What follows belongs to an exercise in optimizing a design on an open flow for small area and a short achievable clock period; a production flow would make more cautious choices. The RTL was checked by simulation tests, not by an equivalence proof against the original design. Power and IR drop assume default switching activity.

==> flow/design.v <==
module ArithmeticLogicUnit (
	input [5:0] funct,
	input [31:0] RSvalue,
	input [31:0] RTvalue,
	input [31:0] immediate,
	output reg [31:0] result
);
	wire useImm = (funct == 6'd1) | (funct == 6'd3) | (funct == 6'd5) | (funct == 6'd7);
	wire isSub = (funct == 6'd2) | (funct == 6'd3) | (funct == 6'd11) | (funct == 6'd12) |
	             (funct == 6'd13) | (funct == 6'd14);
	wire [31:0] B = useImm ? immediate : RTvalue;
	wire [31:0] b = B ^ {32{isSub}};
	wire [31:0] a = RSvalue;
	wire [31:0] g0, p0, carry, sum;
	AluAnd32 gen (.x(a), .z(b), .y(g0));
	AluXor32 prop (.x(a), .z(b), .y(p0));
	AluCarry cla (.g(g0), .p(p0), .cin(isSub), .c(carry));
	AluXor32 add (.x(p0), .z({carry[30:0], isSub}), .y(sum));
	wire ge = carry[31];
	wire eqST = (RSvalue == RTvalue);
	always @(*) begin
		case (funct)
			6'd0, 6'd1, 6'd2, 6'd3: result = sum;
			6'd4, 6'd5: result = g0;
			6'd6, 6'd7: result = g0 | p0;
			6'd8:  result = p0;
			6'd9:  result = ~(g0 | p0);
			6'd10: result = ~a;
			6'd11: result = {31'd0, ~ge};
			6'd12: result = {31'd0, ~ge | eqST};
			6'd13: result = {31'd0, ge & ~eqST};
			6'd14: result = {31'd0, ge};
			6'd15: result = {31'd0, eqST};
			6'd16: result = {31'd0, ~eqST};
			default: result = 32'd0;
		endcase
	end
endmodule
module AluAnd32 (input [31:0] x, input [31:0] z, output [31:0] y);
	assign y = x & z;
endmodule
module AluXor32 (input [31:0] x, input [31:0] z, output [31:0] y);
	assign y = x ^ z;
endmodule
module AluCarry (
	input [31:0] g,
	input [31:0] p,
	input cin,
	output [31:0] c
);
	wire [31:0] G [0:5];
	wire [31:0] P [0:5];
	assign G[0] = {g[31:1], g[0] | (p[0] & cin)};
	assign P[0] = p;
	genvar l, i;
	generate
		for (l = 0; l < 5; l = l + 1) begin : LVL
			for (i = 0; i < 32; i = i + 1) begin : BIT
				if (i >= (1 << l)) begin : C
					assign G[l+1][i] = G[l][i] | (P[l][i] & G[l][i - (1 << l)]);
					assign P[l+1][i] = P[l][i] & P[l][i - (1 << l)];
				end else begin : N
					assign G[l+1][i] = G[l][i];
					assign P[l+1][i] = P[l][i];
				end
			end
		end
	endgenerate
	assign c = G[5];
endmodule
module RegisterFile (
	input [30:0] sel,
	input [31*32-1:0] regs,
	output [31:0] value
);
	genvar b, g;
	generate
		for (b = 0; b < 32; b = b + 1) begin : BIT
			wire [10:0] n;
			for (g = 0; g < 10; g = g + 1) begin : GRP
				Aoi222 aoi (
					.a1(sel[3*g]),     .b1(regs[(3*g)*32 + b]),
					.a2(sel[3*g + 1]), .b2(regs[(3*g + 1)*32 + b]),
					.a3(sel[3*g + 2]), .b3(regs[(3*g + 2)*32 + b]),
					.y(n[g]));
			end
			wire [2:0] m;
			Nand2 last (.a(sel[30]), .b(regs[30*32 + b]), .y(n[10]));
			And4 m0 (.a(n[0]), .b(n[1]), .c(n[2]), .d(n[3]), .y(m[0]));
			And4 m1 (.a(n[4]), .b(n[5]), .c(n[6]), .d(n[7]), .y(m[1]));
			And3 m2 (.a(n[8]), .b(n[9]), .c(n[10]), .y(m[2]));
			Nand3 fin (.a(m[0]), .b(m[1]), .c(m[2]), .y(value[b]));
		end
	endgenerate
endmodule
module RfReadFast #(parameter W = 32) (
	input [30:0] sel,
	input [31*W-1:0] regs,
	output [W-1:0] value
);
	genvar b, k;
	generate
		for (b = 0; b < W; b = b + 1) begin : BIT
			wire [15:0] n;
			wire [3:0] m;
			wire [1:0] o;
			for (k = 0; k < 15; k = k + 1) begin : P
				Aoi22 aoi (
					.a1(sel[2*k]),     .b1(regs[(2*k)*W + b]),
					.a2(sel[2*k + 1]), .b2(regs[(2*k + 1)*W + b]),
					.y(n[k]));
			end
			Nand2 last (.a(sel[30]), .b(regs[30*W + b]), .y(n[15]));
			for (k = 0; k < 4; k = k + 1) begin : Q
				Nand4 nd (.a(n[4*k]), .b(n[4*k + 1]), .c(n[4*k + 2]), .d(n[4*k + 3]), .y(m[k]));
			end
			Nor2 o0 (.a(m[0]), .b(m[1]), .y(o[0]));
			Nor2 o1 (.a(m[2]), .b(m[3]), .y(o[1]));
			Nand2 fin (.a(o[0]), .b(o[1]), .y(value[b]));
		end
	endgenerate
endmodule
module RfDecode (
	input [4:0] addr,
	output [30:0] sel
);
	wire [3:0] lo;
	wire [7:0] hi;
	genvar j;
	generate
		for (j = 0; j < 4; j = j + 1) begin : LO
			assign lo[j] = (addr[1:0] == j);
		end
		for (j = 0; j < 8; j = j + 1) begin : HI
			assign hi[j] = (addr[4:2] == j);
		end
		for (j = 1; j < 32; j = j + 1) begin : SEL
			assign sel[j-1] = hi[j >> 2] & lo[j & 3];
		end
	endgenerate
endmodule
module Aoi222 (input a1, b1, a2, b2, a3, b3, output y);
	assign y = ~((a1 & b1) | (a2 & b2) | (a3 & b3));
endmodule
module Aoi22 (input a1, b1, a2, b2, output y);
	assign y = ~((a1 & b1) | (a2 & b2));
endmodule
module Nand4 (input a, b, c, d, output y);
	assign y = ~(a & b & c & d);
endmodule
module Nor2 (input a, b, output y);
	assign y = ~(a | b);
endmodule
module Nand2 (input a, b, output y);
	assign y = ~(a & b);
endmodule
module Nand3 (input a, b, c, output y);
	assign y = ~(a & b & c);
endmodule
module And4 (input a, b, c, d, output y);
	assign y = a & b & c & d;
endmodule
module And3 (input a, b, c, output y);
	assign y = a & b & c;
endmodule
module Processor (
	input reset,
	input clock,
	input interruption,
	input [31:0] dataReadMD,
	input [31:0] instruction,
	input [31:0] IN_Data,
	input [31:0] dataHD,
	output flagMI,
	output LED,
	output flagMD,
	output flagHALT,
	output flagHD,
	output flagNumProg,
	output flagSend,
	output [1:0] flagShift,
	output [11:0] addressMD,
	output [11:0] addressMI,
	output [15:0] outTest,
	output [31:0] RWvalue,
	output [31:0] RDvalue,
	output [31:0] RSvalue,
	output [31:0] RTvalue,
	output [31:0] outLCD,
	input [31:0] netDataArduino,
	output flagSOControl,
	output flagReceive,
	output reg [1:0] addrSOControl,
	output [31:0] netDest,
	output [31:0] netData
);
	wire [5:0] opcode = instruction[31:26];
	wire [4:0] RD = instruction[25:21];
	wire [4:0] RS = instruction[20:16];
	wire [4:0] RT = instruction[15:11];
	wire [5:0] funct = instruction[5:0];
	reg [11:0] pc;
	reg [19:0] count;
	reg [31:0] quantum;
	reg [31:0] contQ;
	reg multProg;
	reg [11:0] addrCS;
	reg [11:0] processPC;
	wire flagCS = (contQ == quantum);
	wire en = ~reset & ~interruption & ~flagCS;
	wire op_alu  = opcode == 6'd0;
	wire op_lw   = opcode == 6'd1;
	wire op_li   = opcode == 6'd2;
	wire op_lr   = opcode == 6'd3;
	wire op_sw   = opcode == 6'd4;
	wire op_sr   = opcode == 6'd5;
	wire op_beq  = opcode == 6'd6;
	wire op_bnq  = opcode == 6'd7;
	wire op_jmp  = opcode == 6'd8;
	wire op_jr   = opcode == 6'd9;
	wire op_hlt  = opcode == 6'd11;
	wire op_in   = opcode == 6'd12;
	wire op_dly  = opcode == 6'd14;
	wire op_hdmi = opcode == 6'd15;
	wire op_svhd = opcode == 6'd16;
	wire op_rchd = opcode == 6'd17;
	wire op_svhi = opcode == 6'd18;
	wire op_rchi = opcode == 6'd19;
	wire op_smp  = opcode == 6'd20;
	wire op_sq   = opcode == 6'd21;
	wire op_scs  = opcode == 6'd22;
	wire op_snp  = opcode == 6'd23;
	wire op_exec = opcode == 6'd24;
	wire op_gpc  = opcode == 6'd25;
	wire op_send = opcode == 6'd26;
	wire op_recv = opcode == 6'd27;
	wire op_sso  = opcode == 6'd28;
	wire op_rso  = opcode == 6'd29;
	assign flagMI        = en & op_hdmi;
	assign flagHD        = en & (op_svhd | op_svhi);
	assign flagHALT      = en & op_hlt;
	assign flagNumProg   = en & op_snp;
	assign flagSOControl = en & (op_send | op_recv);
	assign flagSend      = en & op_sso;
	assign flagReceive   = en & op_rso;
	assign LED           = en & (op_hlt | op_in);
	assign flagMD        = en & (op_sw | op_sr);
	wire flagExecProc    = en & op_exec;
	wire flagJR          = op_jr | op_exec;
	wire flagLSR         = en & (op_lr | op_sr);
	wire flagAddrRF      = en & (op_svhi | op_rchi);
	wire flagRF          = en & (op_alu | op_lw | op_li | op_lr | op_in | op_rchd |
	                             op_rchi | op_gpc | op_rso);
	assign flagShift = {flagExecProc, flagHALT | flagCS};
	assign outTest = {10'd0, opcode};
	assign addressMI = pc;
	wire [32*32-1:0] rfv;
	assign rfv[31:0] = 32'd0;
	wire [4:0] rdLow;
	wire [30:0] selA;
	wire [31*5-1:0] lowBits;
	genvar ga;
	generate
		for (ga = 1; ga < 32; ga = ga + 1) begin : LOWB
			assign lowBits[(ga-1)*5 +: 5] = rfv[ga*32 +: 5];
		end
	endgenerate
	RfDecode decA (.addr(RD), .sel(selA));
	RfReadFast #(.W(5)) readA (.sel(selA), .regs(lowBits), .value(rdLow));
	wire [4:0] addrRW = flagAddrRF ? rdLow : RD;
	reg [31:0] wdata;
	wire [31:0] wen;
	genvar gi;
	generate
		for (gi = 1; gi < 32; gi = gi + 1) begin : R
			reg [31:0] q;
			assign wen[gi] = flagRF & (addrRW == gi);
			always @(posedge clock)
				if (wen[gi]) q <= wdata;
			assign rfv[gi*32 +: 32] = q;
		end
	endgenerate
	assign wen[0] = 1'b0;
	wire [30:0] selD, selS, selT, selW;
	RfDecode decD (.addr(RD), .sel(selD));
	RfDecode decS (.addr(RS), .sel(selS));
	RfDecode decT (.addr(RT), .sel(selT));
	RfDecode decW (.addr(rdLow), .sel(selW));
	RegisterFile readD (.sel(selD), .regs(rfv[32*32-1:32]), .value(RDvalue));
	RegisterFile readS (.sel(selS), .regs(rfv[32*32-1:32]), .value(RSvalue));
	RegisterFile readT (.sel(selT), .regs(rfv[32*32-1:32]), .value(RTvalue));
	wire [31:0] rdInd;
	RfReadFast #(.W(32)) readW (.sel(selW), .regs(rfv[32*32-1:32]), .value(rdInd));
	assign RWvalue = flagAddrRF ? rdInd : RDvalue;
	assign outLCD  = rfv[6*32 +: 32];
	assign netDest = rfv[1*32 +: 32];
	assign netData = rfv[2*32 +: 32];
	assign addressMD = flagLSR ? RSvalue[11:0] : instruction[11:0];
	wire [31:0] imm = {{22{instruction[15]}}, instruction[15:6]};
	wire [31:0] aluR;
	ArithmeticLogicUnit alu (.funct(funct), .RSvalue(RSvalue), .RTvalue(RTvalue),
		.immediate(imm), .result(aluR));
	always @(*) begin
		case (opcode)
			6'd0: wdata = aluR;
			6'd1, 6'd3: wdata = dataReadMD;
			6'd12: wdata = IN_Data;
			6'd2: wdata = {{11{instruction[20]}}, instruction[20:0]};
			6'd25: wdata = {20'd0, processPC};
			6'd17, 6'd19: wdata = dataHD;
			default: wdata = netDataArduino;
		endcase
	end
	always @(posedge clock) begin
		if (reset) begin
			quantum <= 32'd500000;
			multProg <= 1'b0;
			addrCS <= 12'd0;
			processPC <= 12'd0;
		end else begin
			if (en & op_sq) quantum <= RDvalue;
			if (en & op_smp) multProg <= instruction[0];
			if (en & op_scs) addrCS <= RDvalue[11:0];
			if (flagCS | flagHALT) processPC <= pc;
		end
	end
	wire kill = reset | interruption;
	always @(posedge clock) begin
		if (reset)
			contQ <= 32'd0;
		else if (multProg & ~flagCS & ~(~interruption & (op_hlt | op_dly)) & (contQ < quantum))
			contQ <= contQ + 32'd1;
		else
			contQ <= 32'd0;
	end
	wire eqDS = (RDvalue == RSvalue);
	wire taken = (op_beq & eqDS) | (op_bnq & ~eqDS);
	wire pcJump = flagCS | op_jmp | op_jr | op_hlt | op_exec | taken;
	wire pcInc = op_alu | op_lw | op_li | op_lr | op_sw | op_sr | (opcode == 6'd10) |
	             op_in | (opcode == 6'd13) | op_hdmi | op_svhd | op_rchd | op_svhi | op_rchi |
	             op_smp | op_sq | op_scs | op_snp | op_gpc | op_sso | op_rso |
	             ((op_beq | op_bnq) & ~taken);
	reg [11:0] newAddress;
	always @(*) begin
		if (flagCS) newAddress = addrCS;
		else if (op_hlt) newAddress = multProg ? addrCS : 12'd0;
		else if (flagJR) newAddress = RDvalue[11:0];
		else newAddress = instruction[11:0];
	end
	wire dlyDone = (count == 20'd750000);
	always @(posedge clock) begin
		if (reset) begin
			pc <= 12'd0;
			count <= 20'd0;
		end else if (~interruption) begin
			if (pcJump) pc <= newAddress;
			else if (pcInc | (op_dly & dlyDone)) pc <= pc + 12'd1;
			if (~flagCS & op_dly) count <= dlyDone ? 20'd0 : count + 20'd1;
		end
	end
	always @(posedge clock) begin
		if (reset)
			addrSOControl <= 2'd0;
		else if (op_send)
			addrSOControl <= 2'd0;
		else if (op_recv)
			addrSOControl <= 2'd1;
	end
endmodule
==> flow/flow/run.sh <==
#!/bin/bash
# Layout flow: the standard ORFS flow (standard synthesis unchanged), with
# port buffers built from sky130_fd_sc_hd__buf_2 instead of the default choice,
# and sizing allowed to change a cell's footprint. The make output is logged
# to flow_make.log here; each ORFS step keeps its own log under orfs/logs/.
set -euo pipefail
bash standard.sh MATCH_CELL_FOOTPRINT=0 \
  "BUFFER_PORTS_ARGS=-buffer_cell sky130_fd_sc_hd__buf_2" \
  finish > flow_make.log 2>&1
==> flow/standard.sh <==
#!/bin/bash
# synth_recipe.tcl (not shown) runs the flow's synth.tcl, then flattens the netlist and writes it again
# the make line also repeats each setting of config.mk as NAME=value (left out here)
make -C /OpenROAD-flow-scripts/flow DESIGN_CONFIG=/design/flow/config.mk WORK_HOME=/design/flow/orfs CLKGATE_MAP_FILE= SYNTH_SCRIPT=/design/flow/synth_recipe.tcl "${@:-finish}"
==> flow/config.mk <==
export PLATFORM = sky130hd
export DESIGN_NAME = Processor
export DESIGN_NICKNAME = Processor
export VERILOG_FILES = /design/flow/design.v
export SDC_FILE = /design/flow/constraint.sdc
export NUM_CORES = 4
export LEC_CHECK = 0
export CAP_MARGIN = 20
export CELL_PAD_IN_SITES_DETAIL_PLACEMENT = 1
export CELL_PAD_IN_SITES_GLOBAL_PLACEMENT = 1
export CORE_MARGIN = 2
export CORE_UTILIZATION = 30
export CTS_BUF_LIST = sky130_fd_sc_hd__clkbuf_8
export PLACE_DENSITY = 0.45
export SETUP_SLACK_MARGIN = 4
export SLEW_MARGIN = 20
export SYNTH_HIERARCHICAL = 1
export SYNTH_MINIMUM_KEEP_SIZE = 0
==> flow/constraint.sdc <==
create_clock -name core_clock -period 12.0 [get_ports {clock}]
set_input_delay 2.4000 -clock core_clock [delete_from_list [all_inputs] [get_ports {clock}]]
set_output_delay 2.4000 -clock core_clock [all_outputs]
set_load 0.01 [all_outputs]
==> key figures, run 1 <==
Routing
  – Routed WL per cell: 46.6 µm
  – Via density: 7.18
  – Total routed wirelength: 439 mm
  – DRC viols: 0
  – DRT Pass-1 Iters: 15
  – Via count: 67703
  – Detail Route Antenna Nets: 0
  – Number of DRC markers in iteration 0: 15980

Status
  – Status: no timing/DRC/antenna violations

Synthesis
  – Gate count of the mapped netlist: 5193
  – Mapped Area: 64500 µm²
  – Number of enable flip-flop cells after synthesis: 992
  – Most frequently used flop master after synthesis: edfxtp_1
  – Sequential fraction of the synthesis area: 50.0%
  – Top cell type by total area after synthesis: edfxtp_1
  – Ys Warns: 9
  – Netlist cell types: 80
  – Syn Area/Cell: 12.4 µm²
  – Synth top area cells: edfxtp_1 (46%), a222oi_1 (15%), a22oi_2 (11%), dfxtp_1 (3.8%), and4_1 (2.6%)
  – Top cell type's share of synthesized area: 46.2%
  – Asr flop ratio synth: 0%
  – #FFs+latches synth: 1114

Worst setup path
  – Cell family with most CP delay: simple AND/OR/NAND/NOR gates
  – WP buf/inv: 5
  – Crit-path max FO: 32
  – Critical path's most frequent cell: buf_4
  – WP data required: 9.60 ns
  – Worst Path Class, Setup: in -> out
  – Critical-path cell list: buf_12 -> buf_4 -> buf_4 -> nand3b_1 -> nor2_2 -> buf_4 -> a222oi_1 -> and4_1 -> nand3_1 -> mux2_4 -> buf_6
  – Worst path arrival time: 5.97 ns
  – Slowest CP cell: and4_1
  – Setup crit start kind: input pin
  – CP peak stage delay: 0.55 ns
  – Element type at the critical path end: primary output

Clock tree
  – Reg clk slew, reported paths: 0.06 ns
  – Clock root cell: clkbuf_8
  – Clock Latency Late Sink: 1.02 ns
  – H-tree depth: 4
  – CTS buffer count: 207
  – Longest Clk Path Bufs: 3
  – Clock sink count: 1114
  – CTS tree: done
  – Cts-stage hold buffer count: 0

Floorplanning
  – I/O pins: 440
  – Die Width: 468 µm
  – Placeable Area: 214000 µm²
  – Die height: 468 µm
  – Die footprint: 219000 µm²
  – Initial core utilization: 30.1%
  – # rows: 170

Global routing
  – Number of global-route vias before repair: 63708
  – Global-route wire length before repair: 576 mm
  – Largest net degree at the start of global routing: 52
  – Initial antenna violation count: 32
  – GRT Resource Usage Total: 38.4%
  – Global route overflow: 0

Timing
  – Achievable frequency: 0.119 GHz
  – Slew @ Worst Pin: 1.16 ns
  – Final hold vios: 0
  – Slew headroom: 22.4%
  – Setup_tns: 0 ns
  – Post-layout minimum cycle time: 8.37 ns
  – Setup violators final: 0
  – Setup ws final: 3.63 ns
  – RSZ-0062 raised after global routing: true
  – Min Hold Slack: 0.467 ns
  – Fin crit share: 69.8%
  – Final Skew: 0.0579 ns
  – Pins over their slew limit: 0

Finish
  – Layout cells sized above 1: 37.4%
  – Area grow syn2layout: 30.3%
  – Final #Nets: 6611

Flow run
  – Max cap viols: 0

Pwr
  – Power density cells: 129 nW/µm²
  – Final Power: 10.8 mW
  – Leak: 26.8 nW
  – Max IR drop VDD: 0.000119 V

Placed design
  – Pre-CTS setup slack: 1.87 ns
  – Placer Congestion: 0.993
  – Number of port buffers: 428
  – Detailed placement HPWL: 303 mm

Worst hold path
  – Worst hold path type: reg -> reg
[sequential cells by signal (all words and copies together), names as in the netlist]
signal	flops
multProg	1
pc	12
addrSOControl	1
count	20
R.q	992
contQ	32
processPC	12
addrCS	12
quantum	32
[worst reg2reg max path, stage by stage, from the launching register on]
cell and delay (ns):
edfxtp_1 0.56, a222oi_1 0.38, and4_2 0.43, nand3_2 0.30
mux2i_1 0.25, xor2_1 0.29, xor2_2 0.34, and4_1 0.26
a21o_1 0.19, o21ai_1 0.12, o21ai_2 0.31, nand2_1 0.15
o21ai_2 0.24, a21o_1 0.16, xor2_1 0.09, a221oi_1 0.29
nand2_1 0.08, a222oi_1 0.73, nand3_1 0.18, buf_4 0.29
[Yosys stat by module, one instance, submodules excluded, excerpt]
module     copies in the design  cells inside
Nand4                       148             1
And3                         96             1
Aoi22                       555             1
AluCarry                      1           138
Nand2                       170             1
Nand3                        96             1
AluXor32                      2            32
AluAnd32                      1            32
And4                        192             1
Nor2                         74             1
Aoi222                      960             1
Processor                     1          2146
[cells in the mapped netlist, drive strengths merged (3+ instances only)]
cell type / instances
a221oi: 33
edfxtp: 992
nor3: 19
xor2: 189
nor2: 395
a222oi: 970
and3: 109
o31ai: 26
nand4: 201
or3: 14
buf: 43
a21o: 28
nand2b: 20
or3b: 15
inv: 69
xnor2: 22
dfxtp: 122
nand3: 153
a31oi: 15
and4: 195
a21oi: 54
mux2i: 68
clkbuf: 83
mux2: 45
nor4: 32
nand2: 404
a22oi: 610
or4: 3
o21ba: 6
o21a: 5
or2: 11
nor2b: 6
o21ai: 65
and2: 42
ha: 36
a211oi: 4
o32ai: 41
nand3b: 18
[logic make-up (layout without fill, tap and decap cells)]
kind of cell	count (synthesis)	in the layout	share of synthesized area, %
flops	1114	1114	50.0
fa+ha+maj	36	36	0.699
simple gates	1645	1662	13.6
other cells	1	22	0.00582
buf+inv	195	1561	1.33
xor+xnor	211	211	2.87
compound gates	1878	1878	29.7
mux	113	113	1.84
[per-stage QoR]
stage	cells	instance area, µm²	util (%)
floorplan	5203	64800	-
global placement	8689	73400	34.3
detailed placement	8693	73500	34.3
CTS	9334	82600	38.5
global route	9428	84000	39.2
finish	9435	84000	39.2
[area by class of cell]
type | instances | area, µm²
Fill cell | 22674 | 130000
Multi-Input combinational cell | 3911 | 34300
Sequential cell | 1114 | 32200
Timing Repair Buffer | 1109 | 9340
Tap cell | 2838 | 3550
Clock buffer | 210 | 2890
Clock inverter | 173 | 1440
Inverter | 69 | 259
Antenna cell | 11 | 27.5
[layer usage]
metal  vias up  track usage (%)  wire length (µm)
li1      26100                -                 -
met1     35019             51.7            174000
met2      5494             54.1            177000
met3      1072             11.1             54900
met4        18             23.2             33100
met5         -                0               138
[report_power, final]
group          leakage (nW)  switching [mW]  internal, mW
combinational          14.5            1.74         0.775
sequential             9.90         0.00707          4.26
clock                  2.35            1.88          2.16
total                  26.8            3.63          7.20
[final timing paths]
| kind | startpoint | endpoint | slack [ns] | depth (start not counted) |
|---|---|---|---|---|
| setup / recovery | instruction[24] | RWvalue[13] | 3.63 | 11 |
| hold / removal | addrCS[7] | addrCS[7] | 0.47 | 2 |
| setup reg to reg | R[1].q[1] | R[11].q[19] | 5.92 | 19 |
| hold reg to reg | addrCS[7] | addrCS[7] | 0.47 | 2 |
[repair_timing]
action | in CTS | in global routing
endpoints found under the setup margin | 740 | 535
resized for setup | 478 | 125
cloned | 34 | 1
setup buffers | 224 | 88
pin swaps | 254 | 149
[placed cells by master (no fill, tap or decap), types with 39 or more instances in the layout]
master	instances
clkinv_1	58
a22oi_1	55
a21oi_1	50
mux2i_1	66
and3_1	106
dfxtp_1	122
buf_4	502
a222oi_1	970
nand3_2	39
nand3_1	103
inv_1	106
o32ai_1	41
edfxtp_1	992
nand2_1	377
nand4_1	199
and2_1	41
clkbuf_8	210
xor2_1	163
nor2_1	157
buf_6	80
and4_1	172
o21ai_0	57
buf_12	86
nor2_4	212
a22oi_2	555
buf_2	391
==> run 2: changes to the inputs <==
--- a/flow/config.mk
+++ b/flow/config.mk
@@ -9,9 +9,9 @@
 export CELL_PAD_IN_SITES_DETAIL_PLACEMENT = 1
 export CELL_PAD_IN_SITES_GLOBAL_PLACEMENT = 1
 export CORE_MARGIN = 2
-export CORE_UTILIZATION = 30
+export CORE_UTILIZATION = 33
 export CTS_BUF_LIST = sky130_fd_sc_hd__clkbuf_8
-export PLACE_DENSITY = 0.45
+export PLACE_DENSITY = 0.5
 export SETUP_SLACK_MARGIN = 4
 export SLEW_MARGIN = 20
 export SYNTH_HIERARCHICAL = 1
==> run 2 against run 1 <==
Design area is 2.1% lower. Largest cell class unchanged. Register-to-register slack better by 0.05 ns. Clock power is 9.9% lower. Synthesized area stayed put. Highest routed layer unchanged. Sequential share of layout area is 0.82 points higher.
==> key figures, run 2 <==
Global routing
  – Global route overflow: 0 (unchanged)
  – Global-route wire length before repair: 564 mm (-2.1%)
  – Initial antenna violation count: 29 (-9.4%)
  – GRT Resource Usage Total: 41.2% (+2.8 points)
  – Largest net degree at the start of global routing: 52 (unchanged)
  – Number of global-route vias before repair: 63393 (-0.49%)

Worst setup path
  – R2r setup slk: 5.97 ns (+0.05 ns)
  – Worst Path Class, Setup: in -> out
  – Setup crit start kind: input pin
  – Worst path arrival time: 6.07 ns (+0.10 ns)
  – Element type at the critical path end: primary output
  – Crit Reg-Reg Startpoint: R[4].q[4]
  – Crit-path max FO: 6 (-81%)
  – WP data required: 9.60 ns (about the same)
  – Reg2Reg Depth: 19 (unchanged)
  – Reg2reg end: R[6].q[19]

Pwr
  – Power density cells: 127 nW/µm² (-1.8%)
  – Leak: 26.2 nW (-2.3%)
  – Max IR drop VDD: 0.000114 V (-4.0%)
  – Final Power: 10.4 mW (-3.9%)

Finish
  – Max reg flops: 992 (unchanged)
  – Biggest register: R.q
  – Area grow syn2layout: 27.6%
  – Largest regs: R.q x992, contQ x32, quantum x32
  – Most frequent cells in the layout: edfxtp_1 (992), a222oi_1 (970), a22oi_2 (555), buf_4 (433), buf_2 (391)
  – Layout cells sized above 1: 35.9% (-1.5 points)
  – Most common cell after layout, fill and taps aside: edfxtp_1
  – Final #Nets: 6530 (-1.2%)
  – Finished Layout Cells: 9052 (-4.1%)

Synthesis
  – Top cell type by total area after synthesis: edfxtp_1
  – Top cell type's share of synthesized area: 46.2% (unchanged)
  – Sequential fraction of the synthesis area: 50.0% (unchanged)
  – Ys Warns: 9 (unchanged)
  – Mapped Area: 64500 µm² (unchanged)
  – Largest family of logic cells by synthesized area: compound AO/OA/AOI/OAI gates
  – Syn Area/Cell: 12.4 µm² (unchanged)
  – Top-count cell post-synth: edfxtp_1
  – Post-Synth Simple-Gate Area: 13.6% (unchanged)
  – Post-Synth Adder-Cell Area: 0.699% (unchanged)
  – Netlist cell types: 80 (unchanged)
  – Post-Synth XOR/XNOR Area: 2.87% (unchanged)
  – Top cells by count, synth: edfxtp_1 (992), a222oi_1 (970), a22oi_2 (555)
  – Most frequently used flop master after synthesis: edfxtp_1
  – Post-synthesis mux area share: 1.84% (unchanged)
  – Number of enable flip-flop cells after synthesis: 992 (unchanged)
  – Compound-Gate Fraction of Synth Area: 29.7% (unchanged)
  – #FFs+latches synth: 1114 (unchanged)
  – Gate count of the mapped netlist: 5193 (unchanged)
  – Asr flop ratio synth: 0% (unchanged)
  – Synth top area cells: edfxtp_1 (46%), a222oi_1 (15%), a22oi_2 (11%), dfxtp_1 (3.8%), and4_1 (2.6%)

Placed design
  – Pre-CTS setup slack: 1.90 ns (+0.0350 ns)
  – Detailed placement HPWL: 286 mm (-5.4%)
  – Post-placement cell count: 8344 (-4.0%)
  – Number of port buffers: 428 (unchanged)
  – Placer Congestion: 0.992 (about the same)

Routing
  – Number of DRC markers in iteration 0: 16199 (+1.4%)
  – Routed WL per cell: 47.4 µm (+1.9%)
  – Via density: 7.44 (+3.7%)
  – Total routed wirelength: 429 mm (-2.3%)
  – DRC viols: 0 (unchanged)
  – Via count: 67346 (-0.53%)
  – Detail Route Antenna Nets: 0 (unchanged)
  – DRT Pass-1 Iters: 22 (+7)

Clock tree
  – Clock root cell: clkbuf_8
  – Cts-stage hold buffer count: 0 (unchanged)
  – Reg clk slew, reported paths: 0.06 ns (about the same)
  – CTS buffer count: 205 (-0.97%)
  – Longest Clk Path Bufs: 3 (unchanged)
  – Clock sink count: 1114 (unchanged)
  – H-tree depth: 4 (unchanged)
  – CTS tree: done
  – Clock Latency Late Sink: 1.04 ns (+0.02 ns)

Worst hold path
  – Worst hold path type: reg -> reg
  – Endpoint, Worst Hold: addrSOControl[0]
  – Hold Path Depth: 2 (unchanged)
  – HP Start: addrSOControl[0]

Timing
  – Final Skew: 0.0906 ns (+0.0328 ns)
  – Final hold vios: 0 (unchanged)
  – Slew headroom: 26.0% (+3.5 points)
  – Setup_tns: 0 ns (unchanged)
  – RSZ-0062 raised after global routing: true
  – Post-layout minimum cycle time: 8.47 ns (+0.0997 ns)
  – Fin crit share: 70.6% (+0.83 points)
  – Setup violators final: 0 (unchanged)
  – Setup ws final: 3.53 ns (-0.0997 ns)
  – Pins over their slew limit: 0 (unchanged)
  – Achievable frequency: 0.118 GHz (-1.2%)
  – Slew @ Worst Pin: 1.11 ns (-0.0516 ns)

Floorplanning
  – Die Width: 446 µm (-4.6%)
  – Die footprint: 199000 µm² (-9.0%)
  – Initial core utilization: 33.1% (+3.0 points)
  – I/O pins: 440 (unchanged)
  – Placeable Area: 195000 µm² (-9.2%)
  – Die height: 446 µm (-4.6%)
  – # rows: 162 (-4.7%)

Status
  – Status: no timing/DRC/antenna violations

Flow run
  – Max cap viols: 0 (unchanged)
run 2: cell counts after synthesis:
No cell type changed its count.
run 2: worst max path at each step:
stage                     slack [ns]  depth (start not counted)            start     endpoint
after floorplan                 4.00                         21  instruction[20]   R[10].q[0]
after global placement          1.85                         22  instruction[15]   R[4].q[22]
after detailed placement        1.90                         22  instruction[15]   R[4].q[22]
after CTS                       3.84                         18  instruction[23]  RWvalue[21]
after global routing            3.66                         17  instruction[24]  RWvalue[31]
final                           3.53                         17  instruction[24]  RWvalue[31]
run 2: layer usage:
metal | track usage [%] | wire length [µm] | vias up
met4 | 27.6 | 35500 | 10
met2 | 57.2 | 171000 | 5655
met1 | 54.3 | 164000 | 34606
li1 | - | - | 25902
met3 | 13.0 | 58100 | 1173
met5 | 0.440 | 165 | -
run 2: layout make-up:
class,instances,area (µm²)
clock buffer,215,2960
timing repair buffer,1034,8790
inverter,69,259
fill,20512,112000
sequential,1114,32200
antenna,9,22.5
multi-input combinational,3907,33900
clock inverter,162,937
tap,2542,3180
run 2: what timing repair did:
item / 4_1_cts / 5_1_grt
endpoints found under the setup margin: 691 / 597
pin swaps: 245 / 135
gates resized for setup: 447 / 95
buffers inserted: 222 / 56
cloned: 34 / 4
run 2: critical path: stages:
cell and delay [ns]:
buf_12 0.11, or3b_4 0.34, nor2_4 0.09, a22oi_2 0.16
nand4_1 0.25, nor2_4 0.33, nand2_4 0.11, or3b_4 0.34
nor2_4 0.05, buf_12 0.15, buf_8 0.14, a22oi_2 0.17
nand4_1 0.48, nor2_2 0.36, nand2_1 0.08, mux2_4 0.31
buf_6 0.13
run 2: power breakdown:
group / internal (mW) / switching (mW)
Combinational: 0.758 / 1.74
Sequential: 4.26 / 0.00707
Clock: 1.82 / 1.82
run 2: through the flow:
stage / hold WS [ns] / util, % / cell area, µm²
after floorplan: 0.434 / - / 64800
after global placement: 0.447 / 37.3 / 72600
after detailed placement: 0.453 / 37.3 / 72600
after CTS: 0.461 / 41.7 / 81100
after global routing: 0.488 / 42.3 / 82200
final: 0.460 / 42.3 / 82200
run 2: cell families after synthesis:
family                     after synthesis
AOI/OAI and AO/OA                     1878
DFF                                   1114
and+or+nand+nor                       1645
adders and majority gates               36
buffers and inverters                  195
other                                    1
xor gates and xnor gates               211
muxes                                  113
run 2: modules after synthesis, one instance, submodules excluded, a selection:
module               cells  flip-flops and latches  copies in the design  cell area, µm²
AluAnd32                32                       0                     1             200
AluCarry               138                       0                     1             817
AluXor32                32                       0                     2             280
And3                     1                       0                    96            6.26
And4                     1                       0                   192            8.76
Aoi22                    1                       0                   555            12.5
Aoi222                   1                       0                   960            10.0
ArithmeticLogicUnit    292                       0                     1            2070
Nand2                    1                       0                   170            3.75
Nand3                    1                       0                    96            5.00
Nand4                    1                       0                   148            6.26
Nor2                     1                       0                    74            3.75
Processor             2146                    1114                     1           38600
RfDecode                46                       0                     5             218
==> run 3: changes to the inputs <==
--- a/flow/design.v
+++ b/flow/design.v
@@ -3,38 +3,50 @@
 	input [31:0] RSvalue,
 	input [31:0] RTvalue,
 	input [31:0] immediate,
-	output reg [31:0] result
+	input opAlu,               
+	input [31:0] otherData,    
+	output [31:0] wdata
 );
 	wire useImm = (funct == 6'd1) | (funct == 6'd3) | (funct == 6'd5) | (funct == 6'd7);
 	wire isSub = (funct == 6'd2) | (funct == 6'd3) | (funct == 6'd11) | (funct == 6'd12) |
 	             (funct == 6'd13) | (funct == 6'd14);
+	wire isArith = (funct[5:2] == 4'd0);
 	wire [31:0] B = useImm ? immediate : RTvalue;
 	wire [31:0] b = B ^ {32{isSub}};
 	wire [31:0] a = RSvalue;
-	wire [31:0] g0, p0, carry, sum;
+	wire [31:0] g0, p0, carry;
 	AluAnd32 gen (.x(a), .z(b), .y(g0));
 	AluXor32 prop (.x(a), .z(b), .y(p0));
 	AluCarry cla (.g(g0), .p(p0), .cin(isSub), .c(carry));
-	AluXor32 add (.x(p0), .z({carry[30:0], isSub}), .y(sum));
-	wire ge = carry[31];
 	wire eqST = (RSvalue == RTvalue);
+	reg [31:0] logicRes;
 	always @(*) begin
 		case (funct)
-			6'd0, 6'd1, 6'd2, 6'd3: result = sum;
-			6'd4, 6'd5: result = g0;
-			6'd6, 6'd7: result = g0 | p0;
-			6'd8:  result = p0;
-			6'd9:  result = ~(g0 | p0);
-			6'd10: result = ~a;
-			6'd11: result = {31'd0, ~ge};
-			6'd12: result = {31'd0, ~ge | eqST};
-			6'd13: result = {31'd0, ge & ~eqST};
-			6'd14: result = {31'd0, ge};
-			6'd15: result = {31'd0, eqST};
-			6'd16: result = {31'd0, ~eqST};
-			default: result = 32'd0;
+			6'd4, 6'd5: logicRes = g0;
+			6'd6, 6'd7: logicRes = g0 | p0;
+			6'd8:  logicRes = p0;
+			6'd9:  logicRes = ~(g0 | p0);
+			6'd10: logicRes = ~a;
+			default: logicRes = 32'd0;
 		endcase
 	end
+	wire sum0 = p0[0] ^ isSub;
+	wire cmpGe = (funct == 6'd14) | ((funct == 6'd13) & ~eqST) | ((funct == 6'd12) & eqST) |
+	             ((funct == 6'd15) & eqST) | ((funct == 6'd16) & ~eqST);
+	wire cmpLt = (funct == 6'd11) | (funct == 6'd12) | ((funct == 6'd15) & eqST) |
+	             ((funct == 6'd16) & ~eqST);
+	wire r0ge = isArith ? sum0 : (cmpGe | logicRes[0]);
+	wire r0lt = isArith ? sum0 : (cmpLt | logicRes[0]);
+	Mux2 fin0 (.s(carry[31]), .a1(opAlu ? r0ge : otherData[0]), .a0(opAlu ? r0lt : otherData[0]),
+		.y(wdata[0]));
+	genvar i;
+	generate
+		for (i = 1; i < 32; i = i + 1) begin : W
+			wire x1 = opAlu ? (isArith ? ~p0[i] : logicRes[i]) : otherData[i];
+			wire x0 = opAlu ? (isArith ? p0[i] : logicRes[i]) : otherData[i];
+			Mux2 fin (.s(carry[i-1]), .a1(x1), .a0(x0), .y(wdata[i]));
+		end
+	endgenerate
 endmodule
 module AluAnd32 (input [31:0] x, input [31:0] z, output [31:0] y);
 	assign y = x & z;
@@ -93,43 +105,78 @@
 		end
 	endgenerate
 endmodule
-module RfReadFast #(parameter W = 32) (
-	input [30:0] sel,
-	input [31*W-1:0] regs,
-	output [W-1:0] value
+module RfDecode (
+	input [4:0] addr,
+	output [30:0] sel
 );
-	genvar b, k;
+	wire [3:0] lo;
+	wire [7:0] hi;
+	genvar j;
 	generate
-		for (b = 0; b < W; b = b + 1) begin : BIT
-			wire [15:0] n;
-			wire [3:0] m;
-			wire [1:0] o;
-			for (k = 0; k < 15; k = k + 1) begin : P
-				Aoi22 aoi (
-					.a1(sel[2*k]),     .b1(regs[(2*k)*W + b]),
-					.a2(sel[2*k + 1]), .b2(regs[(2*k + 1)*W + b]),
-					.y(n[k]));
-			end
-			Nand2 last (.a(sel[30]), .b(regs[30*W + b]), .y(n[15]));
-			for (k = 0; k < 4; k = k + 1) begin : Q
-				Nand4 nd (.a(n[4*k]), .b(n[4*k + 1]), .c(n[4*k + 2]), .d(n[4*k + 3]), .y(m[k]));
+		for (j = 0; j < 4; j = j + 1) begin : LO
+			assign lo[j] = (addr[1:0] == j);
+		end
+		for (j = 0; j < 8; j = j + 1) begin : HI
+			assign hi[j] = (addr[4:2] == j);
+		end
+		for (j = 1; j < 32; j = j + 1) begin : SEL
+			assign sel[j-1] = hi[j >> 2] & lo[j & 3];
+		end
+	endgenerate
+endmodule
+module RfAddrRead (
+	input [4:0] addr,
+	input [31*5-1:0] regs,
+	output [4:0] value
+);
+	wire [7:0] hi;
+	wire [3:0] lo;
+	genvar j, b, l, k;
+	generate
+		for (j = 0; j < 8; j = j + 1) begin : HI
+			assign hi[j] = (addr[4:2] == j);
+		end
+		for (j = 0; j < 4; j = j + 1) begin : LO
+			assign lo[j] = (addr[1:0] == j);
+		end
+		for (b = 0; b < 5; b = b + 1) begin : BIT
+			wire [3:0] inner;
+			for (l = 0; l < 4; l = l + 1) begin : L
+				wire [7:0] r;
+				for (k = 0; k < 8; k = k + 1) begin : R
+					if (4*k + l == 0) begin : Z
+						assign r[k] = 1'b0;
+					end else begin : V
+						assign r[k] = regs[(4*k + l - 1)*5 + b];
+					end
+				end
+				wire [3:0] n;
+				for (k = 0; k < 4; k = k + 1) begin : P
+					Aoi22 aoi (.a1(hi[2*k]), .b1(r[2*k]), .a2(hi[2*k + 1]), .b2(r[2*k + 1]), .y(n[k]));
+				end
+				Nand4 nd (.a(n[0]), .b(n[1]), .c(n[2]), .d(n[3]), .y(inner[l]));
 			end
-			Nor2 o0 (.a(m[0]), .b(m[1]), .y(o[0]));
-			Nor2 o1 (.a(m[2]), .b(m[3]), .y(o[1]));
-			Nand2 fin (.a(o[0]), .b(o[1]), .y(value[b]));
+			wire [1:0] m;
+			Aoi22 o0 (.a1(lo[0]), .b1(inner[0]), .a2(lo[1]), .b2(inner[1]), .y(m[0]));
+			Aoi22 o1 (.a1(lo[2]), .b1(inner[2]), .a2(lo[3]), .b2(inner[3]), .y(m[1]));
+			Nand2 fin (.a(m[0]), .b(m[1]), .y(value[b]));
 		end
 	endgenerate
 endmodule
-module RfDecode (
+module RfReadInd (
 	input [4:0] addr,
-	output [30:0] sel
+	input en,
+	input [31*32-1:0] regs,
+	input [31:0] bypass,
+	output [31:0] value
 );
 	wire [3:0] lo;
 	wire [7:0] hi;
-	genvar j;
+	wire [30:0] sel;
+	genvar j, b, k;
 	generate
 		for (j = 0; j < 4; j = j + 1) begin : LO
-			assign lo[j] = (addr[1:0] == j);
+			assign lo[j] = en & (addr[1:0] == j);
 		end
 		for (j = 0; j < 8; j = j + 1) begin : HI
 			assign hi[j] = (addr[4:2] == j);
@@ -137,6 +184,26 @@
 		for (j = 1; j < 32; j = j + 1) begin : SEL
 			assign sel[j-1] = hi[j >> 2] & lo[j & 3];
 		end
+		for (b = 0; b < 32; b = b + 1) begin : BIT
+			wire [15:0] n;
+			wire [3:0] m;
+			wire [1:0] o;
+			wire nb;
+			for (k = 0; k < 15; k = k + 1) begin : P
+				Aoi22 aoi (
+					.a1(sel[2*k]),     .b1(regs[(2*k)*32 + b]),
+					.a2(sel[2*k + 1]), .b2(regs[(2*k + 1)*32 + b]),
+					.y(n[k]));
+			end
+			Nand2 last (.a(sel[30]), .b(regs[30*32 + b]), .y(n[15]));
+			for (k = 0; k < 4; k = k + 1) begin : Q
+				Nand4 nd (.a(n[4*k]), .b(n[4*k + 1]), .c(n[4*k + 2]), .d(n[4*k + 3]), .y(m[k]));
+			end
+			Nor2 o0 (.a(m[0]), .b(m[1]), .y(o[0]));
+			Nor2 o1 (.a(m[2]), .b(m[3]), .y(o[1]));
+			Nand2 byp (.a(~en), .b(bypass[b]), .y(nb));
+			Nand3 fin (.a(o[0]), .b(o[1]), .c(nb), .y(value[b]));
+		end
 	endgenerate
 endmodule
 module Aoi222 (input a1, b1, a2, b2, a3, b3, output y);
@@ -163,6 +230,9 @@
 module And3 (input a, b, c, output y);
 	assign y = a & b & c;
 endmodule
+module Mux2 (input s, a1, a0, output y);
+	assign y = s ? a1 : a0;
+endmodule
 module Processor (
 	input reset,
 	input clock,
@@ -257,7 +327,6 @@
 	wire [32*32-1:0] rfv;
 	assign rfv[31:0] = 32'd0;
 	wire [4:0] rdLow;
-	wire [30:0] selA;
 	wire [31*5-1:0] lowBits;
 	genvar ga;
 	generate
@@ -265,10 +334,9 @@
 			assign lowBits[(ga-1)*5 +: 5] = rfv[ga*32 +: 5];
 		end
 	endgenerate
-	RfDecode decA (.addr(RD), .sel(selA));
-	RfReadFast #(.W(5)) readA (.sel(selA), .regs(lowBits), .value(rdLow));
+	RfAddrRead readA (.addr(RD), .regs(lowBits), .value(rdLow));
 	wire [4:0] addrRW = flagAddrRF ? rdLow : RD;
-	reg [31:0] wdata;
+	wire [31:0] wdata;
 	wire [31:0] wen;
 	genvar gi;
 	generate
@@ -281,36 +349,33 @@
 		end
 	endgenerate
 	assign wen[0] = 1'b0;
-	wire [30:0] selD, selS, selT, selW;
+	wire [30:0] selD, selS, selT;
 	RfDecode decD (.addr(RD), .sel(selD));
 	RfDecode decS (.addr(RS), .sel(selS));
 	RfDecode decT (.addr(RT), .sel(selT));
-	RfDecode decW (.addr(rdLow), .sel(selW));
 	RegisterFile readD (.sel(selD), .regs(rfv[32*32-1:32]), .value(RDvalue));
 	RegisterFile readS (.sel(selS), .regs(rfv[32*32-1:32]), .value(RSvalue));
 	RegisterFile readT (.sel(selT), .regs(rfv[32*32-1:32]), .value(RTvalue));
-	wire [31:0] rdInd;
-	RfReadFast #(.W(32)) readW (.sel(selW), .regs(rfv[32*32-1:32]), .value(rdInd));
-	assign RWvalue = flagAddrRF ? rdInd : RDvalue;
+	RfReadInd readW (.addr(rdLow), .en(flagAddrRF), .regs(rfv[32*32-1:32]), .bypass(RDvalue),
+		.value(RWvalue));
 	assign outLCD  = rfv[6*32 +: 32];
 	assign netDest = rfv[1*32 +: 32];
 	assign netData = rfv[2*32 +: 32];
 	assign addressMD = flagLSR ? RSvalue[11:0] : instruction[11:0];
 	wire [31:0] imm = {{22{instruction[15]}}, instruction[15:6]};
-	wire [31:0] aluR;
-	ArithmeticLogicUnit alu (.funct(funct), .RSvalue(RSvalue), .RTvalue(RTvalue),
-		.immediate(imm), .result(aluR));
+	reg [31:0] otherData;
 	always @(*) begin
 		case (opcode)
-			6'd0: wdata = aluR;
-			6'd1, 6'd3: wdata = dataReadMD;
-			6'd12: wdata = IN_Data;
-			6'd2: wdata = {{11{instruction[20]}}, instruction[20:0]};
-			6'd25: wdata = {20'd0, processPC};
-			6'd17, 6'd19: wdata = dataHD;
-			default: wdata = netDataArduino;
+			6'd1, 6'd3: otherData = dataReadMD;
+			6'd12: otherData = IN_Data;
+			6'd2: otherData = {{11{instruction[20]}}, instruction[20:0]};
+			6'd25: otherData = {20'd0, processPC};
+			6'd17, 6'd19: otherData = dataHD;
+			default: otherData = netDataArduino;
 		endcase
 	end
+	ArithmeticLogicUnit alu (.funct(funct), .RSvalue(RSvalue), .RTvalue(RTvalue),
+		.immediate(imm), .opAlu(op_alu), .otherData(otherData), .wdata(wdata));
 	always @(posedge clock) begin
 		if (reset) begin
 			quantum <= 32'd500000;
--- a/flow/config.mk
+++ b/flow/config.mk
@@ -9,9 +9,9 @@
 export CELL_PAD_IN_SITES_DETAIL_PLACEMENT = 1
 export CELL_PAD_IN_SITES_GLOBAL_PLACEMENT = 1
 export CORE_MARGIN = 2
-export CORE_UTILIZATION = 33
+export CORE_UTILIZATION = 30
 export CTS_BUF_LIST = sky130_fd_sc_hd__clkbuf_8
-export PLACE_DENSITY = 0.5
+export PLACE_DENSITY = 0.45
 export SETUP_SLACK_MARGIN = 4
 export SLEW_MARGIN = 20
 export SYNTH_HIERARCHICAL = 1
==> run 3 against run 2 <==
Still clean. Worst hold slack better by 0.027 ns. Routed wire length up 1.3%. Clock-buffer cell count up 3. Clock power up 6.9%. First-iteration DRC count down 6.8%. Synthesized area up 1.8%. Register-to-register slack better by 0.08 ns. Design area up 0.12%. Maximum frequency up 3.3%. Global-route usage down 4.2 points. Synthesized cell count up 1.8%. Critical path type is now in -> reg. Largest power group unchanged.
==> key figures, run 3 <==
Clock tree
  – Clock root cell: clkbuf_8
  – CTS tree: done
  – Clock Latency Late Sink: 1.03 ns (about the same)
  – Longest Clk Path Bufs: 3 (unchanged)
  – Reg clk slew, reported paths: 0.05 ns (about the same)
  – Clock sink count: 1114 (unchanged)
  – CTS buffer count: 213 (+3.9%)
  – H-tree depth: 4 (unchanged)

Floorplanning
  – I/O pins: 440 (unchanged)
  – Die footprint: 223000 µm² (+12%)
  – Initial core utilization: 30.2% (-2.9 points)
  – Die Width: 472 µm (+5.8%)
  – Die height: 472 µm (+5.8%)
  – # rows: 171 (+5.6%)
  – Placeable Area: 217000 µm² (+12%)

Status
  – Status: no timing/DRC/antenna violations

Routing
  – Detail Route Antenna Nets: 0 (unchanged)
  – Routed WL per cell: 46.4 µm (-2.1%)
  – Via density: 7.21 (-3.2%)
  – Total routed wirelength: 435 mm (+1.3%)
  – Via count: 67492 (+0.22%)
  – DRT Pass-1 Iters: 14 (-36%)
  – DRC viols: 0 (unchanged)
  – Number of DRC markers in iteration 0: 15090 (-6.8%)

Pwr
  – Leak: 25.7 nW (-1.8%)
  – Max IR drop VDD: 0.000111 V (-2.1%)
  – Final Power: 10.4 mW (-0.41%)
  – Power density cells: 126 nW/µm² (-0.53%)

Timing
  – RSZ-0062 raised after global routing: true
  – Achievable frequency: 0.122 GHz (+3.3%)
  – Final Skew: 0.0735 ns (-0.0171 ns)
  – Setup violators final: 0 (unchanged)
  – Slew headroom: 26.0% (+0.041 points)
  – Post-layout minimum cycle time: 8.20 ns (-0.272 ns)
  – Min Hold Slack: 0.486 ns (+0.0267 ns)
  – Setup_tns: 0 ns (unchanged)
  – Fin crit share: 68.3% (-2.3 points)
  – Pins over their slew limit: 0 (unchanged)
  – Final hold vios: 0 (unchanged)
  – Slew @ Worst Pin: 1.11 ns (-0.00181 ns)

Synthesis
  – Most frequently used flop master after synthesis: edfxtp_1
  – Top-count cell post-synth: edfxtp_1
  – Top cell type by total area after synthesis: edfxtp_1
  – Gate count of the mapped netlist: 5284 (+1.8%)
  – #FFs+latches synth: 1114 (unchanged)
  – Mapped Area: 65600 µm² (+1.8%)
  – Sequential fraction of the synthesis area: 49.1% (-0.88 points)
  – Ys Warns: 9 (unchanged)
  – Synth top area cells: edfxtp_1 (45%), a222oi_1 (15%), a22oi_2 (11%), dfxtp_1 (3.7%), and4_1 (2.6%)
  – Top cell type's share of synthesized area: 45.4% (-0.81 points)
  – Top cells by count, synth: edfxtp_1 (992), a222oi_1 (984), a22oi_2 (570)
  – Number of enable flip-flop cells after synthesis: 992 (unchanged)
  – Syn Area/Cell: 12.4 µm² (about the same)
  – Netlist cell types: 90 (+13%)
  – Asr flop ratio synth: 0% (unchanged)

Finish
  – Largest regs: R.q x992, contQ x32, quantum x32
  – Final #Nets: 6525 (-0.077%)
  – Area grow syn2layout: 25.5%
  – Finished layout cell area: 82400 µm² (+0.12%)
  – Biggest register: R.q
  – Layout cells sized above 1: 34.2% (-1.6 points)
  – Fillers: 23113 (+13%)
  – Most frequent cells in the layout: edfxtp_1 (992), a222oi_1 (984), a22oi_2 (570), buf_4 (417), buf_2 (396)
  – Max reg flops: 992 (unchanged)
  – Most common cell after layout, fill and taps aside: edfxtp_1

Global routing
  – Global route overflow: 0 (unchanged)
  – Number of global-route vias before repair: 63611 (+0.34%)
  – Global routing usage on met3: 7.66% (-5.3 points)
  – GRT Resource Usage Total: 37.0% (-4.2 points)
  – Largest net degree at the start of global routing: 78 (+50%)
  – M2 GR Usage: 53.4% (-3.9 points)
  – Global routing met1 resource utilization: 50.1% (-4.3 points)
  – Initial antenna violation count: 13 (-55%)
  – Global-route wire length before repair: 570 mm (+1.2%)
  – Busiest layer in global routing: met2

Flow run
  – Max cap viols: 0 (unchanged)

Worst setup path
  – Element type at the critical path end: flip-flop
  – WP data required: 12.61 ns (+3.01 ns)
  – Worst path arrival time: 8.81 ns (+2.74 ns)
  – Setup crit start kind: input pin
  – Worst Path Class, Setup: in -> reg
  – Crit-path max FO: 31 (+25)

Placed design
  – Number of port buffers: 428 (unchanged)
  – Detailed placement HPWL: 299 mm (+4.4%)
  – DP Area: 74000 µm² (+1.9%)
  – Placer Congestion: 0.988 (-0.38%)

Worst hold path
  – Worst hold path type: reg -> reg
-- run 3: cell count changes after synthesis, moves of 32 or more --
| cell | previous run | this run |
|---|---|---|
| xor2_1 | 189 | 120 |
| nand2_1 | 404 | 357 |
| a221oi_1 | 32 | 0 |
| xnor2_1 | 22 | 58 |
| mux2_4 | 0 | 32 |
| o32ai_1 | 41 | 2 |
| o22a_1 | 0 | 50 |
| nor2_1 | 393 | 343 |
-- run 3: metal layers --
metal	wire length [µm]	up-vias
li1	-	26213
met1	173000	34729
met2	180000	5501
met3	48500	1049
met4	33900	0
met5	0	-
-- run 3: logic make-up after synthesis --
kind of cell,Yosys count,synth area share [%]
AO/OA/AOI/OAI,1933,30.1
XOR/XNOR,178,2.38
adder cells (fa/ha/maj),36,0.686
buffers and inverters,202,1.37
flip-flops,1114,49.1
multiplexers,128,2.25
other,2,0.0114
AND/OR/NAND/NOR,1691,14.1
-- run 3: path summary, 6_finish.rpt --
| check | startpoint | endpoint | slack, ns | depth (start not counted) |
|---|---|---|---|---|
| worst min register to register | quantum[6] | quantum[6] | 0.49 | 2 |
| worst max register to register | R[7].q[3] | R[7].q[0] | 6.05 | 14 |
| worst max-delay path | instruction[15] | R[7].q[0] | 3.80 | 17 |
| worst min-delay path | quantum[6] | quantum[6] | 0.49 | 2 |
-- run 3: Yosys stat by module (local to each module, per instance), excerpt --
module,flip-flops and latches,times used,cells inside,area (µm²)
ArithmeticLogicUnit,0,1,437,3030
RfReadInd,0,1,47,234
AluAnd32,0,1,32,200
Nor2,0,64,1,3.75
And4,0,192,1,8.76
Nand4,0,148,1,6.26
Processor,1114,1,2092,38400
Aoi22,0,570,1,12.5
Nand3,0,128,1,5.00
Aoi222,0,960,1,10.0
RfAddrRead,0,1,13,91.3
Mux2,0,32,1,15.0
Nand2,0,165,1,3.75
And3,0,96,1,6.26
RfDecode,0,3,46,218
-- run 3: report_power, final --
group	internal [mW]	leakage (nW)	total [mW]	switching (mW)
clock	2.03	2.29	3.89	1.86
combinational	0.530	13.5	2.00	1.47
sequential	4.46	9.91	4.47	0.00646
total	7.02	25.7	10.4	3.34
-- run 3: cell type report --
type | count | area (µm²) | area share, %
Timing Repair Buffer | 945 | 7350 | 8.92
Antenna cell | 15 | 37.5 | 0.0456
Inverter | 59 | 221 | 0.269
Clock inverter | 169 | 1160 | 1.41
Clock buffer | 218 | 3000 | 3.64
Tap cell | 2854 | 3570 | 4.34
Multi-Input combinational cell | 3993 | 34800 | 42.2
Sequential cell | 1114 | 32200 | 39.1
-- run 3: worst max-delay path: stages --
cell and delay, ns:
buf_2 0.32, nand2b_4 0.46, nor2_4 0.18, buf_4 0.34, a222oi_1 0.56, and4_1 0.50
nand3_1 0.56, mux2i_1 0.36, xor2_1 0.24, xor2_1 0.62, nand2_1 0.28, nor2_1 0.17
o21ai_1 0.27, a31oi_1 0.35, nor2_2 0.14, o21ai_2 0.34, mux2_4 0.52
-- run 3: repair_timing --
item	in CTS	in global routing
hold buffers	0	0
gates resized for setup	233	128
cloned	16	8
endpoints found under the setup margin	554	464
setup buffers	174	52
pin swaps	112	104
-- run 3: stage by stage --
| stage | setup slack, ns | std cells | util, % |
|---|---|---|---|
| after global routing | 3.89 | 9353 | 37.9 |
| after global placement | 2.22 | 8715 | 34.0 |
| after floorplan | 4.16 | 5298 | - |
| final | 3.80 | 9367 | 37.9 |
| after CTS | 3.95 | 9292 | 37.3 |
| after detailed placement | 2.20 | 8715 | 34.0 |
==> run 4: changes to the inputs <==
--- a/flow/config.mk
+++ b/flow/config.mk
@@ -9,9 +9,9 @@
 export CELL_PAD_IN_SITES_DETAIL_PLACEMENT = 1
 export CELL_PAD_IN_SITES_GLOBAL_PLACEMENT = 1
 export CORE_MARGIN = 2
-export CORE_UTILIZATION = 30
+export CORE_UTILIZATION = 33
 export CTS_BUF_LIST = sky130_fd_sc_hd__clkbuf_8
-export PLACE_DENSITY = 0.45
+export PLACE_DENSITY = 0.5
 export SETUP_SLACK_MARGIN = 4
 export SLEW_MARGIN = 20
 export SYNTH_HIERARCHICAL = 1
==> run 4 against run 3 <==
Synthesized area unchanged. Utilization increased by 3.5 points. Worst hold slack got worse by 0.0074 ns. Critical endpoint is now RWvalue[15]. Still clean on timing, DRC and antenna. Critical path type is now in -> out. Largest power group unchanged. Clock skew decreased by 0.0075 ns. Largest cell class unchanged. Routed wire length decreased by 3.9%.
==> key figures, run 4 <==
Worst setup path
  – Cell family with most CP delay: simple AND/OR/NAND/NOR gates
  – Crit Reg-Reg Startpoint: R[13].q[2]
  – Worst path arrival time: 5.93 ns (-2.88 ns)
  – WP buf/inv: 6 (+4)
  – Element type at the critical path end: primary output
  – Setup crit start kind: input pin
  – CP Depth: 17 (unchanged)
  – CP startpoint: instruction[23]
  – Slowest CP cell: a22oi_2
  – Setup crit end: RWvalue[15]
  – CP peak stage delay: 0.53 ns (-0.09 ns)
  – Crit-path max FO: 8 (-74%)
  – Reg2reg end: R[8].q[0]
  – WP data required: 9.60 ns (-3.01 ns)
  – Reg2Reg Depth: 9 (-5)
  – Critical-path cell list: buf_16 -> nor3b_4 -> buf_12 -> a22oi_2 -> nand4_1 -> a22oi_2 -> nand2_4 -> nand4b_1 -> buf_6 -> nor2_4 -> buf_12 -> buf_8 -> a22oi_2 -> nand4_1 -> nor2_4 -> nand3_4 -> buf_6
  – R2r setup slk: 5.97 ns (-0.08 ns)
  – Worst Path Class, Setup: in -> out
  – Critical path's most frequent cell: a22oi_2

Timing
  – Final Skew: 0.0661 ns (-0.00748 ns)
  – Setup ws final: 3.67 ns (-0.127 ns)
  – Final hold vios: 0 (unchanged)
  – Fin crit share: 69.4% (+1.1 points)
  – Pins over their slew limit: 0 (unchanged)
  – Setup violators final: 0 (unchanged)
  – Slew @ Worst Pin: 1.23 ns (+0.122 ns)
  – Setup_tns: 0 ns (unchanged)
  – Achievable frequency: 0.120 GHz (-1.5%)
  – Post-layout minimum cycle time: 8.33 ns (+0.127 ns)
  – Slew headroom: 17.2% (-8.8 points)
  – RSZ-0062 raised after global routing: true

Global routing
  – Global route overflow: 0 (unchanged)
  – Global-route wire length before repair: 554 mm (-2.9%)
  – Number of global-route vias before repair: 63492 (-0.19%)
  – Largest net degree at the start of global routing: 65 (-17%)
  – Initial antenna violation count: 15 (+2)
  – GRT Resource Usage Total: 39.2% (+2.1 points)

Synthesis
  – Post-Synth Adder-Cell Area: 0.686% (unchanged)
  – Synth top area cells: edfxtp_1 (45%), a222oi_1 (15%), a22oi_2 (11%), dfxtp_1 (3.7%), and4_1 (2.6%)
  – Syn Area/Cell: 12.4 µm² (unchanged)
  – Number of enable flip-flop cells after synthesis: 992 (unchanged)
  – Asr flop ratio synth: 0% (unchanged)
  – Largest family of logic cells by synthesized area: compound AO/OA/AOI/OAI gates
  – Post-synthesis mux area share: 2.25% (unchanged)
  – Post-Synth Simple-Gate Area: 14.1% (unchanged)
  – Ys Warns: 9 (unchanged)
  – Mapped Area: 65600 µm² (unchanged)
  – Most frequently used flop master after synthesis: edfxtp_1
  – Top cell type's share of synthesized area: 45.4% (unchanged)
  – Post-Synth XOR/XNOR Area: 2.38% (unchanged)
  – Top cells by count, synth: edfxtp_1 (992), a222oi_1 (984), a22oi_2 (570)
  – #FFs+latches synth: 1114 (unchanged)
  – Compound-Gate Fraction of Synth Area: 30.1% (unchanged)
  – Top-count cell post-synth: edfxtp_1
  – Netlist cell types: 90 (unchanged)
  – Sequential fraction of the synthesis area: 49.1% (unchanged)
  – Top cell type by total area after synthesis: edfxtp_1
  – Gate count of the mapped netlist: 5284 (unchanged)

Routing
  – Number of DRC markers in iteration 0: 15015 (-0.50%)
  – Via count: 67268 (-0.33%)
  – Total routed wirelength: 418 mm (-3.9%)
  – DRC viols: 0 (unchanged)
  – Detail Route Antenna Nets: 0 (unchanged)
  – DRT Pass-1 Iters: 15 (+1)
  – Via density: 7.37 (+2.2%)
  – Routed WL per cell: 45.8 µm (-1.4%)

Floorplanning
  – Initial core utilization: 33.2% (+3.1 points)
  – Placeable Area: 197000 µm² (-9.2%)
  – I/O pins: 440 (unchanged)
  – # rows: 163 (-4.7%)
  – Die footprint: 202000 µm² (-9.0%)
  – Die Width: 450 µm (-4.6%)
  – Die height: 450 µm (-4.6%)

Clock tree
  – Clock Latency Late Sink: 1.03 ns (about the same)
  – Cts-stage hold buffer count: 0 (unchanged)
  – CTS tree: done
  – Longest Clk Path Bufs: 3 (unchanged)
  – Clock root cell: clkbuf_8
  – H-tree depth: 4 (unchanged)
  – CTS buffer count: 210 (-1.4%)
  – Reg clk slew, reported paths: 0.06 ns (about the same)
  – Clock sink count: 1114 (unchanged)

Finish
  – Area grow syn2layout: 24.6%
  – Biggest register: R.q
  – Final #Nets: 6506 (-0.29%)
  – Fillers: 21073 (-8.8%)
  – Largest regs: R.q x992, contQ x32, quantum x32
  – Finished Layout Cells: 9131 (-2.5%)
  – Max reg flops: 992 (unchanged)
  – Most common cell after layout, fill and taps aside: edfxtp_1
  – Finished layout cell area: 81800 µm² (-0.70%)
  – Most frequent cells in the layout: edfxtp_1 (992), a222oi_1 (984), a22oi_2 (570), buf_2 (401), buf_4 (398)
  – Layout cells sized above 1: 34.0% (-0.24 points)

Pwr
  – Final Power: 10.2 mW (-1.3%)
  – Power density cells: 125 nW/µm² (-0.59%)
  – Leak: 25.6 nW (-0.25%)
  – Max IR drop VDD: 0.000119 V (+6.8%)

Worst hold path
  – Worst hold path type: reg -> reg

Placed design
  – Pre-CTS setup slack: 2.10 ns (-0.0984 ns)
  – Number of port buffers: 428 (unchanged)
  – Placer Congestion: 0.993 (+0.47%)
  – Detailed placement HPWL: 294 mm (-1.8%)
  – Post-placement cell count: 8497 (-2.5%)
  – DP Area: 73700 µm² (-0.35%)

Status
  – Status: no timing/DRC/antenna violations

Flow run
  – Max cap viols: 0 (unchanged)
-- run 4: cell counts after synthesis --
Identical to the previous run, type by type.
-- run 4: layout make-up --
type / count / area (µm²) / share of cell area [%]
Multi-Input combinational cell: 3994 / 34700 / 42.4
Inverter: 59 / 221 / 0.271
Clock inverter: 168 / 1030 / 1.26
Antenna cell: 6 / 15.0 / 0.0184
Timing Repair Buffer: 928 / 7240 / 8.85
Clock buffer: 222 / 3060 / 3.74
Sequential cell: 1114 / 32200 / 39.4
Tap cell: 2640 / 3300 / 4.04
-- run 4: report_power, final --
part | switching, mW | leakage, nW | internal, mW
combinational | 1.44 | 13.4 | 0.520
clock | 1.87 | 2.33 | 1.93
sequential | 0.00654 | 9.91 | 4.46
total | 3.32 | 25.6 | 6.91
-- run 4: logic make-up after synthesis --
group	after synthesis
compound gates	1933
simple gates	1691
xor+xnor	178
mux	128
buf+inv	202
other cells	2
flops	1114
fa+ha+maj	36
-- run 4: worst reg2reg max path, stage by stage, from the launching register on --
cell	delay (ns)
edfxtp_1	0.56
a222oi_1	0.76
and4_1	0.36
nand3_2	0.35
xnor2_2	0.75
nand4_1	0.64
nor4_1	1.12
a21oi_1	0.23
o41a_1	0.45
mux2_4	0.43
-- run 4: how the worst min path moves through the flow --
stage                      from          end  slack (ns)  cells past startpoint
finish              quantum[14]  quantum[14]        0.48                      2
global route         quantum[0]   quantum[0]        0.50                      2
CTS                 quantum[14]  quantum[14]        0.49                      2
detailed placement   quantum[0]   quantum[0]        0.47                      2
global placement     quantum[0]   quantum[0]        0.46                      2
floorplan            quantum[0]   quantum[0]        0.44                      2
-- run 4: layer usage --
layer / up-vias / share of wire (%) / global-route usage, %
li1: 26175 / - / -
met1: 34449 / 38 / 51.6
met2: 5481 / 42 / 57.4
met3: 1157 / 11 / 8.24
met4: 6 / 8.7 / 27.0
met5: - / 0.0079 / 0
-- run 4: through the flow --
stage	utilization, %	hold WS, ns
final	41.4	0.479
after global routing	41.4	0.495
after CTS	40.8	0.486
after detailed placement	37.3	0.466
after global placement	37.3	0.463
after floorplan	-	0.440
-- run 4: what timing repair did --
action                                  CTS  global route
cloned                                   18             6
setup buffers                           158            56
resized for setup                       219            95
pin swaps                                86            88
endpoints found under the setup margin  442           509
-- run 4: modules after synthesis, one instance, submodules excluded, a selection --
module / cell area (µm²) / flops+latches / cells inside / copies in the design
RfReadInd: 234 / 0 / 47 / 1
AluAnd32: 200 / 0 / 32 / 1
RfAddrRead: 91.3 / 0 / 13 / 1
Mux2: 15.0 / 0 / 1 / 32
Aoi22: 12.5 / 0 / 1 / 570
Aoi222: 10.0 / 0 / 1 / 960

afterwards: timing with drivers on the ports:
No port has a modelled driver above. Below, the same layouts with a new extraction and two added sets of constraints. Step 1 assumes that a clkbuf_16 drives the clock port and a buf_2 every other input. Step 2, shift: input delay + t, output delay - t, t = (earliest + latest rising clock arrival at the registers) / 2. This alone moves slack from input paths to output paths. Three values: ideal, step 1, step 2; two values: the first two.
run | shift t [ns] | setup WS [ns] | worst slew at a driven data input, ns
run 1 | 1.081 | 3.628 / 3.519 / 2.972 | 0.18
run 2 | 1.103 | 3.528 / 3.387 / 2.814 | 0.18
run 3 | 1.081 | 3.800 / 3.765 / 2.790 | 0.18
run 4 | 1.093 | 3.673 / 3.522 / 2.848 | 0.18
After both steps setup and hold are still met in every run listed. The setup slack of run 3, which loses most, moves by -0.035 ns with the drivers and by -1.010 ns with both steps.
